This is an optimization exercise on Yosys and OpenROAD, whose aim is small area, a short achievable clock period and few clock cycles per item, not a production implementation.
Power and IR drop assume default switching activity.

==> flow/design.v <==
`timescale 1ns / 1ps
module simon2share(clk, data_ina, data_inb, data_rdy, cipher_out, Done, Trig);
input clk;
input data_ina, data_inb;
input [1:0] data_rdy;
output [127:0] cipher_out;
output reg Done, Trig;
reg [7:0] counter;     
reg [6:0] ptcnt;       
wire idle  = (data_rdy == 2'd0);
wire ld_pt = (data_rdy == 2'd1);
wire ld_k  = (data_rdy == 2'd2);
wire run   = (data_rdy == 2'd3);
wire ph    = counter[0];
always @(posedge clk) begin
	if (idle)
		counter <= 8'd0;
	else if (run)
		counter <= counter + 8'd1;
end
always @(posedge clk) begin
	if (ld_k)
		ptcnt <= 7'd0;
	else if (ld_pt)
		ptcnt <= ptcnt + 7'd1;
end
always @(posedge clk) begin
	Trig <= (counter == 8'd1);
	Done <= run && (counter == 8'd135);
end
reg [7:0] oe;
always @(posedge clk) begin
	oe[0] <= run && (counter == 8'd135);
	oe[1] <= run && (counter[0:0] == 1'd1) && (counter[7:1] == 7'd67);
	oe[2] <= run && (counter[1:0] == 2'd3) && (counter[7:2] == 6'd33);
	oe[3] <= run && (counter[2:0] == 3'd7) && (counter[7:3] == 5'd16);
	oe[4] <= run && (counter[3:0] == 4'd7) && (counter[7:4] == 4'd8);
	oe[5] <= run && (counter[4:0] == 5'd7) && (counter[7:5] == 3'd4);
	oe[6] <= run && (counter[5:0] == 6'd7) && (counter[7:6] == 2'd2);
	oe[7] <= run && (counter[6:0] == 7'd7) && (counter[7:7] == 1'd1);
end
reg [63:0] Xa, Ya, Xb, Yb;
wire [63:0] Xa1 = {Xa[62:0], Xa[63]};
wire [63:0] Xa2 = {Xa[61:0], Xa[63:62]};
wire [63:0] Xa8 = {Xa[55:0], Xa[63:56]};
wire [63:0] Xb1 = {Xb[62:0], Xb[63]};
wire [63:0] Xb2 = {Xb[61:0], Xb[63:62]};
wire [63:0] Xb8 = {Xb[55:0], Xb[63:56]};
wire [63:0] Ya1 = {Ya[62:0], Ya[63]};
wire [63:0] Ya8 = {Ya[55:0], Ya[63:56]};
wire [63:0] Yb1 = {Yb[62:0], Yb[63]};
wire [63:0] Yb8 = {Yb[55:0], Yb[63:56]};
wire [63:0] KYa, KYb;
wire [63:0] sa1 = Ya ^ Xa2 ^ (Xa1 & Xa8);
wire [63:0] sb1 = Yb ^ Xb2 ^ (Xb1 & Xb8);
wire [63:0] sa2 = Xa ^ KYa ^ (Ya1 & Yb8);
wire [63:0] sb2 = Xb ^ KYb ^ (Yb1 & Ya8);
wire y_load = ld_pt && (ptcnt[6] == 1'b0 || ptcnt[5:0] == 6'd0);
always @(posedge clk) begin
	if (run) begin
		if (ph == 1'b0) begin
			Xa <= sa1;
			Xb <= sb1;
		end
		else begin
			Xa <= sa2;
			Xb <= sb2;
		end
	end
	else if (ld_pt) begin
		Xa <= {data_ina, Xa[63:1]};
		Xb <= {data_inb, Xb[63:1]};
	end
	if ((run && ph == 1'b0) || y_load) begin
		Ya <= Xa;
		Yb <= Xb;
	end
end
reg [63:0] KXa, KXb;
reg [63:0] KYa_r, KYb_r;
assign KYa = KYa_r;
assign KYb = KYb_r;
wire [0:127] Z = {68'b10101111011100000011010010011000101000010001111110010110110011101011, 60'd0};
wire [63:0] c = 64'hfffffffffffffffc;
always @(posedge clk) begin
	if (ld_k) begin
		{KXa, KYa_r} <= {data_ina, KXa, KYa_r[63:1]};
		{KXb, KYb_r} <= {data_inb, KXb, KYb_r[63:1]};
	end
	else if (run && ph == 1'b1) begin
		KXa <= c ^ Z[counter[7:1]] ^ KYa_r ^ {KXa[2:0], KXa[63:3]} ^ {KXa[3:0], KXa[63:4]};
		KYa_r <= KXa;
		KXb <= KYb_r ^ {KXb[2:0], KXb[63:3]} ^ {KXb[3:0], KXb[63:4]};
		KYb_r <= KXb;
	end
end
wire [127:0] xy_a = {Xa, Ya};
wire [127:0] xy_b = {Xb, Yb};
wire [127:0] gate = {{16{oe[7]}}, {16{oe[6]}}, {16{oe[5]}}, {16{oe[4]}},
                     {16{oe[3]}}, {16{oe[2]}}, {16{oe[1]}}, {16{oe[0]}}};
assign cipher_out = (xy_a & gate) ^ (xy_b & gate);
endmodule
Settings: LEC_CHECK=0, CAP_MARGIN=20, CORE_MARGIN=2, CORE_UTILIZATION=65, PLACE_DENSITY=0.72, SETUP_SLACK_MARGIN=1.9, SLEW_MARGIN=20; clock period 4.2 ns.
run.sh (not shown) runs the stock make flow with config.mk's settings and CLKGATE_MAP_FILE= SYNTH_SCRIPT=/design/flow/synth_recipe.tcl, a recipe that flattens the netlist after the stock synthesis.
The starting point went through all stages and came out clean.
Next try:
CORE_UTILIZATION = 45   (was 65)
PLACE_DENSITY = default   (was 0.72)
Final cell count increases by 6.1%.
Global-route usage decreases by 11 points.
Wire length increases by 4.7%.
Cell area increases by 1.6%.
Core utilization decreases by 23 points.
Via count decreases by 1.7%.
Setup slack is worse by 15 ps.
Clock power increases by 18%.
Maximum frequency decreases by 0.59%.
No run of this note included a check of the RTL's function; only the layout flow was run.

========
Starts from the design.v that is shown in full above.
==> flow/config.mk <==
export PLATFORM = sky130hd
export DESIGN_NAME = simon2share
export DESIGN_NICKNAME = simon2share
export VERILOG_FILES = /design/flow/design.v
export SDC_FILE = /design/flow/constraint.sdc
export NUM_CORES = 4
export LEC_CHECK = 0
export ABC_AREA = 1
export CAP_MARGIN = 20
export CORE_MARGIN = 2
export CORE_UTILIZATION = 45
export SETUP_SLACK_MARGIN = 1.9
export SLEW_MARGIN = 20
==> flow/constraint.sdc <==
create_clock -name core_clock -period 4.2 [get_ports {clk}]
set_input_delay 0.8400 -clock core_clock [delete_from_list [all_inputs] [get_ports {clk}]]
set_output_delay 0.8400 -clock core_clock [all_outputs]
set_load 0.01 [all_outputs]
Change:
- ABC_AREA: 1 -> default
- PLACE_DENSITY: default -> 0.47
What happened: Design area shrinks by 3.1%. Critical path depth shrinks by 1. Power grows by 23%. Wire length shrinks by 3.5%. Count of clock-buffer cells in the layout grows by 7. Synthesized cell count shrinks by 4.1%. Combinational power grows by 64%. Global-route usage shrinks by 1.4 points. Area after synthesis grows by 2.7%. Worst setup slack improves by 59 ps. Sequential power grows by 13%.
Function was not checked in any run of this note: the RTL went through the layout flow alone.

========
lagoon:
Starts from the design.v that is shown in full above.
Settings: LEC_CHECK=0, CAP_MARGIN=20, CORE_ASPECT_RATIO=0.3, CORE_MARGIN=2, CORE_UTILIZATION=55, SETUP_SLACK_MARGIN=1.9, SLEW_MARGIN=20; clock period 4.2 ns.
lagoon reached the end of the flow, and the finished layout is clean on the timing, design-rule and antenna checks.
### lagoon -> willow
# lagoon
export LEC_CHECK = 0
export CAP_MARGIN = 20
export CORE_ASPECT_RATIO = 0.3
export CORE_MARGIN = 2
export CORE_UTILIZATION = 55
export SETUP_SLACK_MARGIN = 1.9
export SLEW_MARGIN = 20
create_clock -name core_clock -period 4.2 [get_ports {clk}]
# willow
export LEC_CHECK = 0
export CAP_MARGIN = 20
export CORE_MARGIN = 2
export CORE_UTILIZATION = 45
export CTS_CLUSTER_DIAMETER = 80
export CTS_CLUSTER_SIZE = 24
export PLACE_DENSITY = 0.47
export SETUP_SLACK_MARGIN = 1.9
export SLEW_MARGIN = 20
create_clock -name core_clock -period 4.2 [get_ports {clk}]
==> flow/flow/run.sh (new file) <==
#!/bin/bash
# Standard ORFS layout (the standard.sh, standard synthesis unchanged) with two changes:
#  - port buffers are plain buf_4 cells instead of the delay cells buffer_ports picks by default;
#  - timing repair after CTS may change a cell's footprint (so it can resize those buffers).
# The make output goes to standard.log; each ORFS step keeps its own log under orfs/logs.
set -uo pipefail
bash standard.sh \
  MATCH_CELL_FOOTPRINT=0 \
  "BUFFER_PORTS_ARGS=-buffer_cell sky130_fd_sc_hd__buf_4" \
  finish > standard.log 2>&1
==> flow/standard.sh (new file) <==
#!/bin/bash
# synth_recipe.tcl (not shown) runs the flow's synth.tcl, then flattens the netlist and writes it again
# the make line also repeats each setting of config.mk as NAME=value (left out here)
make -C /OpenROAD-flow-scripts/flow DESIGN_CONFIG=/design/flow/config.mk WORK_HOME=/design/flow/orfs CLKGATE_MAP_FILE= SYNTH_SCRIPT=/design/flow/synth_recipe.tcl "${@:-finish}"
removed: flow/run.sh
[summary]
Number of antenna violations at the first check in global routing, willow and lagoon: lower on willow
lagoon → willow: post-CTS repair timing setup buffer count fell by about 1.2%; number of placement rows rose by about 100%.
No run of this note included a check of the RTL's function; only the layout flow was run.

========
Setup of red:
simon2share, a different RTL version from the one above (not shown whole).
Size in the first run: roughly 3900 cells after synthesis, ~560 flip-flops, roughly 140 I/O pins, roughly 31000 um2 of cells after synthesis.
export LEC_CHECK = 0
export ABC_AREA = 1
export CAP_MARGIN = 20
export CORE_MARGIN = 2
export CORE_UTILIZATION = 65
export CTS_CLUSTER_DIAMETER = 80
export CTS_CLUSTER_SIZE = 24
export PLACE_DENSITY = 0.72
export SETUP_SLACK_MARGIN = 1.85
export SLEW_MARGIN = 20
create_clock -name core_clock -period 4.2 [get_ports {clk}]
standard.sh (not shown) runs the stock make flow with config.mk's settings and CLKGATE_MAP_FILE= SYNTH_SCRIPT=/design/flow/synth_recipe.tcl, a recipe that flattens the netlist after the stock synthesis.
==> flow/flow/run.sh <==
#!/bin/bash
# Standard ORFS layout (the standard.sh, standard synthesis unchanged) with two changes:
#  - port buffers are plain buf_2 cells instead of the delay cells buffer_ports picks by default;
#  - timing repair after CTS may change a cell's footprint (so it can resize those buffers).
# The make output goes to standard.log; each ORFS step keeps its own log under orfs/logs.
set -uo pipefail
bash standard.sh \
  MATCH_CELL_FOOTPRINT=0 \
  "BUFFER_PORTS_ARGS=-buffer_cell sky130_fd_sc_hd__buf_2" \
  finish > standard.log 2>&1
red ran to completion and came out clean on the timing, design-rule and antenna checks.
Input-level comparison between blue and red:
-- flow/config.mk --
<<< red, line 8
export ABC_AREA = 1
>>> blue, line 8
==> notes.md <==
Sum of routed wire length over all layers for blue: about 22% down relative to red
Delta (blue minus red): largest net degree at the start of global routing now sits higher; fraction of power consumed by combinational cells now sits lower.
On portion of the post-synthesis area used by sequential elements, red tracks blue almost exactly.
The endpoint of the worst setup timing path comes out cipher_out[98] in one run and cipher_out[5] in the other, namely in blue and red respectively.
Taking red as the reference, in blue sequential share of layout area now sits higher; clock network power share now sits lower; final cycle utilization of the critical path now sits lower.
Final weighted congestion in routability-driven placement of blue falls short of that of red by a little under 10%.
In blue the synthesis-to-finish area growth turned out 3.6 points higher than in red.
Re non-filler instance count after layout: red was higher than blue.
Compared red against blue; total overflow reported by the global router within noise.
> inputs changed (blue -> green)
==> flow/run.sh (new file) <==
#!/bin/bash
# synth_recipe.tcl (not shown) runs the flow's synth.tcl, then flattens the netlist and writes it again
# the make line also repeats each setting of config.mk as NAME=value (left out here)
make -C /OpenROAD-flow-scripts/flow DESIGN_CONFIG=/design/flow/config.mk WORK_HOME=/design/flow/orfs CLKGATE_MAP_FILE= SYNTH_SCRIPT=/design/flow/synth_recipe.tcl finish
removed: flow/flow/run.sh
removed: flow/standard.sh
==> notes.md <==
Layout clock buffer count in green is 1 lower than in blue. On post-CTS clock slew at the launch and capture registers of the worst setup and hold paths, green tracks blue almost exactly. green ends up with higher area added between synthesis and finish than blue does. Total global-route track usage delta for green relative to blue: 4.4 points higher. Overall power of the completed layout of green exceeds that of blue by a few percent. Maximum clock frequency: green worse than blue. Via count of the first global-routing pass is higher on green.
No run of this note included a check of the RTL's function; only the layout flow was run.

[afterwards: timing with drivers on the ports]
The flow's constraints put no driver on any port. The routed layouts listed below were extracted and timed again, unchanged, in two steps.
Step 1 (the two cells are an assumption about what drives the block):
set clk [get_ports {clk}]
set_driving_cell -lib_cell sky130_fd_sc_hd__clkbuf_16 $clk
set_driving_cell -lib_cell sky130_fd_sc_hd__buf_2 [delete_from_list [all_inputs] $clk]
Step 2, shift: input delay + t, output delay - t, t = (earliest + latest rising clock arrival at the registers) / 2. This alone moves slack from input paths to output paths.
Three values: no drivers, after step 1, after step 2; two values: the first two.
| run | shift t [ns] | setup WS [ns] | latest minus earliest clock arrival (ns) | pins driven straight from the clock port |
|---|---|---|---|---|
| the first run of note 1 | 0.663 | 1.714 / 1.655 / 1.334 | 0.020 / 0.020 | 1 |
| the second run of note 1 | 0.667 | 1.699 / 1.635 / 1.366 | 0.025 / 0.025 | 1 |
| the first run of note 2 | 0.689 | 1.645 / 1.580 / 1.633 | 0.021 / 0.021 | 1 |
| the second run of note 2 | 0.670 | 1.704 / 1.636 / 1.466 | 0.026 / 0.026 | 1 |
| lagoon | 0.671 | 1.724 / 1.653 / 1.297 | 0.027 / 0.027 | 1 |
| willow | 0.649 | 1.684 / 1.618 / 1.485 | 0.030 / 0.029 | 1 |
| red | 0.639 | 1.826 / 1.771 / 1.936 | 0.024 / 0.024 | 1 |
| blue | 0.639 | 1.857 / 1.796 / 1.699 | 0.025 / 0.025 | 1 |
| green | 0.631 | 1.829 / 1.771 / 1.255 | 0.043 / 0.043 | 1 |
After both steps setup and hold are still met in every run listed. The setup slack of green, which loses most, moves by -0.058 ns with the drivers and by -0.574 ns with both steps.
